Context: an optimization exercise on an open-source flow, tuned for small area. The choices shown serve that exercise and are no tape-out recipe.
Function was checked by simulation only, so behaviour that the tests miss may differ from the original.
Power and IR drop assume default switching activity.

==> garnet <==
// fmul
module fmul (
    input  wire        clk,
    input  wire [31:0] a,
    input  wire [31:0] b,
    output reg  [31:0] s
);
  wire q1;
  wire q2;
  wire q3;
  wire q4;
  wire q5;
  wire q6;
  wire q7;
  wire q8;
  wire q9;
  wire q10;
  wire q11;
  wire q12;
  wire q13;
  wire q14;
  wire q15;
  wire q16;
  wire q17;
  wire q18;
  wire q19;
  wire q20;
  wire q21;
  wire q22;
  wire q23;
  wire q24;
  wire q25;
  wire q26;
  wire q27;
  wire q28;
  wire q29;
  wire q30;
  wire q31;
  wire q32;
  wire q33;
  wire q34;
  wire q35;
  wire q36;
  wire q37;
  wire q38;
  wire q39;
  wire q40;
  wire q41;
  wire q42;
  wire q43;
  wire q44;
  wire q45;
  wire q46;
  wire q47;
  wire q48;
  wire q49;
  wire q50;
  wire q51;
  wire q52;
  wire q53;
  wire q54;
  wire q55;
  wire q56;
  wire q57;
  wire q58;
  wire q59;
  wire q60;
  wire q61;
  wire q62;
  wire q63;
  wire q64;
  wire q65;
  wire q66;
  wire q67;
  wire q68;
  wire q69;
  wire q70;
  wire q71;
  wire q72;
  wire q73;
  wire q74;
  wire q75;
  wire q76;
  wire q77;
  wire q78;
  wire q79;
  wire q80;
  wire q81;
  wire q82;
  wire q83;
  wire q84;
  wire q85;
  wire q86;
  wire q87;
  wire q88;
  wire q89;
  wire q90;
  wire q91;
  wire q92;
  wire q93;
  wire q94;
  wire q95;
  wire q96;
  wire q97;
  wire q98;
  wire q99;
  wire q100;
  wire q101;
  wire q102;
  wire q103;
  wire q104;
  wire q105;
  wire q106;
  wire q107;
  wire q108;
  wire q109;
  wire q110;
  wire q111;
  wire q112;
  wire q113;
  wire q114;
  wire q115;
  wire q116;
  wire q117;
  wire q118;
  wire q119;
  wire q120;
  wire q121;
  wire q122;
  wire q123;
  wire q124;
  wire q125;
  wire q126;
  wire q127;
  wire q128;
  wire q129;
  wire q130;
  wire q131;
  wire q132;
  wire q133;
  wire q134;
  wire q135;
  wire q136;
  wire q137;
  wire q138;
  wire q139;
  wire q140;
  wire q141;
  wire q142;
  wire q143;
  ...
==> flow/config.mk <==
export PLATFORM = sky130hd
export DESIGN_NAME = fmul
export DESIGN_NICKNAME = fmul
export VERILOG_FILES = /design/flow/design.v
export SDC_FILE = /design/flow/constraint.sdc
export NUM_CORES = 4
export LEC_CHECK = 0
export CAP_MARGIN = 20
export CORE_MARGIN = 2
export CORE_UTILIZATION = 40
export GPL_TIMING_DRIVEN = 0
export SLEW_MARGIN = 20
export SYNTH_HIERARCHICAL = 1
==> flow/constraint.sdc <==
create_clock -name core_clock -period 18.0 [get_ports {clk}]
set_input_delay 3.6000 -clock core_clock [delete_from_list [all_inputs] [get_ports {clk}]]
set_output_delay 3.6000 -clock core_clock [all_outputs]
set_load 0.01 [all_outputs]
standard.sh (not shown) runs the stock make flow with config.mk's settings and CLKGATE_MAP_FILE= SYNTH_SCRIPT=/design/flow/synth_recipe.tcl, a recipe that flattens the netlist after the stock synthesis.
==> flow/flow/run.sh <==
#!/bin/bash
# Layout flow: the standard flow (standard.sh, with its unchanged
# synthesis) with these placement and clock-tree settings changed:
#  - every input and output port is buffered with buf_1 (buffer_ports
#    -buffer_cell); repair_design upsizes the ones that need more drive
#  - the buffers Yosys/ABC inserted are removed at floorplan
#    (REMOVE_ABC_BUFFERS), so repair_design re-buffers only where the layout
#    needs it
#  - after floorplan, flow/downsize.tcl sets the combinational cells that
#    ABC mapped at a higher drive strength back to their smallest variant;
#    the later repair steps upsize where needed
#  - the clock tree is built from clkbuf_8 without dummy loads (CTS_ARGS);
#    it stays a balanced tree from the clock port
# All make output goes to standard.log in the work folder; ORFS's per-step
# logs stay under orfs/logs.
set -euo pipefail
cd "$(dirname "$0")/.."
bash standard.sh \
  BUFFER_PORTS_ARGS="-buffer_cell sky130_fd_sc_hd__buf_1" \
  REMOVE_ABC_BUFFERS=1 \
  POST_FLOORPLAN_TCL="$(pwd)/flow/downsize.tcl" \
  CTS_ARGS="-sink_clustering_enable -repair_clock_nets -buf_list sky130_fd_sc_hd__clkbuf_8 -dont_use_dummy_load" \
  finish > standard.log 2>&1
==> flow/flow/downsize.tcl <==
# Set every combinational cell that synthesis mapped at a higher drive
# strength back to its smallest variant; later repair steps upsize again
# where timing, slew or capacitance need it. Flip-flops, buffers and
# inverters are left alone.
set db [ord::get_db]
set block [ord::get_db_block]
set n 0
foreach inst [$block getInsts] {
  set m [[$inst getMaster] getName]
  if {[regexp {^(sky130_fd_sc_hd__[a-z0-9]+)_([0-9]+)$} $m -> base drv]} {
    if {$drv <= 1} continue
    if {[regexp {df|dl|buf|inv|conb|tap|fill|decap|diode} $base]} continue
    foreach d {1 0} {
      set new [$db findMaster ${base}_$d]
      if {$new != "NULL"} { $inst swapMaster $new; incr n; break }
    }
  }
}
puts "downsize: $n cells set to their smallest drive strength"
==> yarrow: changes against garnet <==
--- a/flow/design.v
+++ b/flow/design.v
@@ -1347,16 +1347,20 @@
   wire s1340;
   wire c1341;
   wire s1342;
   wire c1343;
   wire s1344;
   wire c1345;
   wire s1346;
   wire c1347;
+  wire s1348;
+  wire c1349;
+  wire s1350;
+  wire c1351;
   assign q1 = ~(a[10] & b[10]);
   assign q2 = ~(a[10] & b[11]);
   assign q3 = ~(a[10] & b[12]);
   assign q4 = ~(a[10] & b[13]);
   assign q5 = ~(a[10] & b[14]);
   assign q6 = ~(a[10] & b[15]);
   assign q7 = ~(a[10] & b[16]);
   assign q8 = ~(a[10] & b[17]);
@@ -2268,17 +2272,19 @@
   fmul_fa u1333 (.a(l190), .b(l191), .ci(q156), .s(s1332), .co(c1333));
   fmul_fa u1335 (.a(q168), .b(c1323), .ci(s1332), .s(s1334), .co(c1335));
   fmul_fa u1337 (.a(c1325), .b(s1334), .ci(c1327), .s(s1336), .co(c1337));
   fmul_fa u1339 (.a(s1336), .b(c1329), .ci(c1331), .s(s1338), .co(c1339));
   fmul_fa u1341 (.a(l192), .b(l193), .ci(q169), .s(s1340), .co(c1341));
   fmul_fa u1343 (.a(c1333), .b(s1340), .ci(c1335), .s(s1342), .co(c1343));
   fmul_fa u1345 (.a(s1342), .b(c1337), .ci(c1339), .s(s1344), .co(c1345));
   fmul_fa u1347 (.a(l194), .b(l195), .ci(c1341), .s(s1346), .co(c1347));
-  wire [24:0] pn;
+  fmul_fa u1349 (.a(s1346), .b(c1343), .ci(c1345), .s(s1348), .co(c1349));
+  fmul_ha u1351 (.a(c1347), .b(c1349), .s(s1350), .co(c1351));
+  wire [27:0] pn;
   assign pn[0] = s674;
   assign pn[1] = s714;
   assign pn[2] = s756;
   assign pn[3] = s800;
   assign pn[4] = s844;
   assign pn[5] = s888;
   assign pn[6] = s930;
   assign pn[7] = s970;
@@ -2294,55 +2300,46 @@
   assign pn[17] = s1260;
   assign pn[18] = s1278;
   assign pn[19] = s1294;
   assign pn[20] = s1308;
   assign pn[21] = s1320;
   assign pn[22] = s1330;
   assign pn[23] = s1338;
   assign pn[24] = s1344;
-  wire [2:0] csv = {c1347, s1346, c1343};
-  wire        csc = c1345;
+  assign pn[25] = s1348;
+  assign pn[26] = s1350;
+  assign pn[27] = c1351;
   wire [7:0]  ea  = a[30:23];
   wire [7:0]  eb  = b[30:23];
   wire ea_max = &ea;
   wire eb_max = &eb;
   wire ea_z   = ~|ea;
   wire eb_z   = ~|eb;
   wire nan    = (ea_max & (|a[22:0])) | (eb_max & (|b[22:0])) |
                 (ea_max & eb_z) | (ea_z & eb_max);
   wire inf    = ea_max | eb_max;
   wire zer    = ea_z | eb_z;
   wire [8:0]  es  = {1'b0, ea} + {1'b0, eb} + 9'd1;
   wire [8:0]  ef  = zer ? 9'd0 : (inf ? 9'd400 : es);
-  reg  [22:0] rpn;    
-  reg  [2:0] rcv;    
-  reg         rcc;
+  reg  [25:0] rpn;    
   reg         rst;    
   reg  [8:0]  re;
   reg         rsg, rnan;
   always @(posedge clk) begin
-    rpn  <= pn[24:2];
-    rcv  <= csv;
-    rcc  <= csc;
+    rpn  <= pn[27:2];
     rst  <= ~(pn[1] & pn[0]);
     re   <= ef;
     rsg  <= (a[31] ^ b[31]) & ~nan;
     rnan <= nan;
   end
-  wire [3:0] ptt = ((4'd1 << 0) & {4{~rcv[0]}}) +
-      ((4'd1 << 0) & {4{~rcv[1]}}) +
-      ((4'd1 << 1) & {4{~rcv[2]}}) +
-      {3'd0, ~rcc} +
-      4'd2;
-  wire [25:0] rpf = {~ptt[2:0], rpn};    
-  wire        p27 = ~rpf[25];
-  wire [22:0] fr  = ~(p27 ? rpf[24:2] : rpf[23:1]);
-  wire        g   = ~(p27 ? rpf[1] : rpf[0]);
-  wire        st  = rst | (p27 & ~rpf[0]);
+  wire        p27 = ~rpn[25];
+  wire [22:0] fr  = ~(p27 ? rpn[24:2] : rpn[23:1]);
+  wire        g   = ~(p27 ? rpn[1] : rpn[0]);
+  wire        st  = rst | (p27 & ~rpn[0]);
   wire        rup = g & (fr[0] | st);
   wire [23:0] fi;
   wire [23:0] ic;
   assign ic[0] = rup;
   genvar k;
   generate for (k = 0; k < 23; k = k + 1) begin : inc
     fmul_ha h (.a(fr[k]), .b(ic[k]), .s(fi[k]), .co(ic[k+1]));
   end endgenerate
==> flow/flow/run.sh (replaced) <==
#!/bin/bash
# Layout flow: the standard flow (standard.sh, unchanged synthesis) with
# two placement settings changed:
#  - every input and output port is buffered with buf_2 (buffer_ports -buffer_cell)
#  - the buffers Yosys/ABC inserted are removed at floorplan (REMOVE_ABC_BUFFERS),
#    so repair_design re-buffers only where the layout needs it
# All make output goes to standard.log in the work folder; ORFS's per-step logs
# stay under orfs/logs.
set -euo pipefail
cd "$(dirname "$0")/.."
bash standard.sh \
  BUFFER_PORTS_ARGS="-buffer_cell sky130_fd_sc_hd__buf_2" \
  REMOVE_ABC_BUFFERS=1 \
  finish > standard.log 2>&1
removed: flow/flow/downsize.tcl
==> delta: changes against garnet <==
Settings changed: PLACE_DENSITY set to 0.75.
==> indigo: changes against garnet <==
==> flow/flow/run.sh (replaced) <==
#!/bin/bash
# Layout flow: the standard flow (standard.sh, with its unchanged
# synthesis) with these placement and clock-tree settings changed:
#  - every input and output port is buffered with buf_1 (buffer_ports
#    -buffer_cell); repair_design upsizes the ones that need more drive
#  - the buffers Yosys/ABC inserted are removed at floorplan
#    (REMOVE_ABC_BUFFERS), so repair_design re-buffers only where the layout
#    needs it
#  - the clock tree is built from clkbuf_8 without dummy loads (CTS_ARGS);
#    it stays a balanced tree from the clock port
# All make output goes to standard.log in the work folder; ORFS's per-step
# logs stay under orfs/logs.
set -euo pipefail
cd "$(dirname "$0")/.."
bash standard.sh \
  BUFFER_PORTS_ARGS="-buffer_cell sky130_fd_sc_hd__buf_1" \
  REMOVE_ABC_BUFFERS=1 \
  CTS_ARGS="-sink_clustering_enable -repair_clock_nets -buf_list sky130_fd_sc_hd__clkbuf_8 -dont_use_dummy_load" \
  finish > standard.log 2>&1
removed: flow/flow/downsize.tcl
==> qor summary <==
| metric | indigo | delta | yarrow | garnet |
|---|---|---|---|---|
| Dpl cell area | 13,760 sq um | 13,690 sq um | 13,800 sq um | 13,710 sq um |
| Post-synthesis instance total | 1,252 | 1,252 | 1,251 | 1,252 |
| Proportion of netlist area held by the largest area contributor | 65.10% | 65.10% | 65.32% | 65.10% |
| Critical path endpoint | rpn[22] | rpn[22] | rpn[24] | rpn[22] |
| Die Span X | 185.6 um | 185.6 um | 185.3 um | 185.6 um |
| Placement Setup Slack | -0.3451 ns | -0.3190 ns | -0.8518 ns | -0.3875 ns |
| Total half-perimeter wirelength after legalization and detailed placement | 27,540 um | 27,050 um | 27,380 um | 27,710 um |
| Utilization after layout | 42.61% | 42.41% | 43.64% | 42.46% |
| Post-CTS sizing | 6 | 0 | 44 | 4 |
| Final estimated routing congestion in global placement | 0.8497 | 0.8676 | 0.8382 | 0.8441 |
| Final worst-path setup slack | 0.4199 ns | 0.3606 ns | 0.4175 ns | 0.4001 ns |
| Cell area power density | 183.6 nW/um^2 | 180.2 nW/um^2 | 182.5 nW/um^2 | 176.8 nW/um^2 |
| Post-layout net count | 1,787 | 1,788 | 1,786 | 1,788 |
| Outcome | complete, no violations | complete, no violations | complete, no violations | complete, no violations |
| Portion of the post-synthesis area used by sequential elements | 5.918% | 5.918% | 5.786% | 5.918% |
| Core region area | 32,540 sq um | 32,540 sq um | 32,450 sq um | 32,540 sq um |
| Sw power | 0.001284 W | 0.001241 W | 0.001267 W | 0.001220 W |
| Synthesized area divided by synthesized cell count | 10.54 sq um | 10.54 sq um | 10.51 sq um | 10.54 sq um |
| Static Leak | 5.148 nW | 5.130 nW | 5.400 nW | 5.143 nW |
| Sequential logic power | 0.000207 W | 0.000206 W | 0.000216 W | 0.000207 W |

[separate check: timing with driven ports]
The flow's constraints put no driver on any port. The routed layouts listed below were extracted and timed again, unchanged, in two steps.
Step 1 sets driving cells, clkbuf_16 on the clock port and buf_2 on the other inputs (assumed; they add their load-dependent delay and slew).
Step 2 adds t to the input delays and takes it off the output delays; t is the mean of the earliest and latest rising clock arrival at the registers after step 1. Input paths then give back, and output paths get back, about the clock's delay inside the block.
a / b / c = ideal / step 1 / step 2; a / b = the first two.
run	shift t [ns]	setup WS [ns]	hold slack, ns	worst data-port slew with drivers (ns)	pins driven straight from the clock port
garnet	0.320	0.400 / 0.404 / 0.084	3.562 / 3.554 / 3.874	0.05	1
yarrow	0.317	0.417 / 0.390 / 0.074	3.558 / 3.545 / 3.862	0.08	1
delta	0.321	0.361 / 0.355 / 0.035	3.566 / 3.556 / 3.877	0.05	1
indigo	0.318	0.420 / 0.419 / 0.102	3.557 / 3.549 / 3.867	0.05	1
After both steps every run listed still meets setup and hold. For yarrow, which loses most, drivers alone change the setup slack by -0.027 ns; drivers and shift together by -0.343 ns.
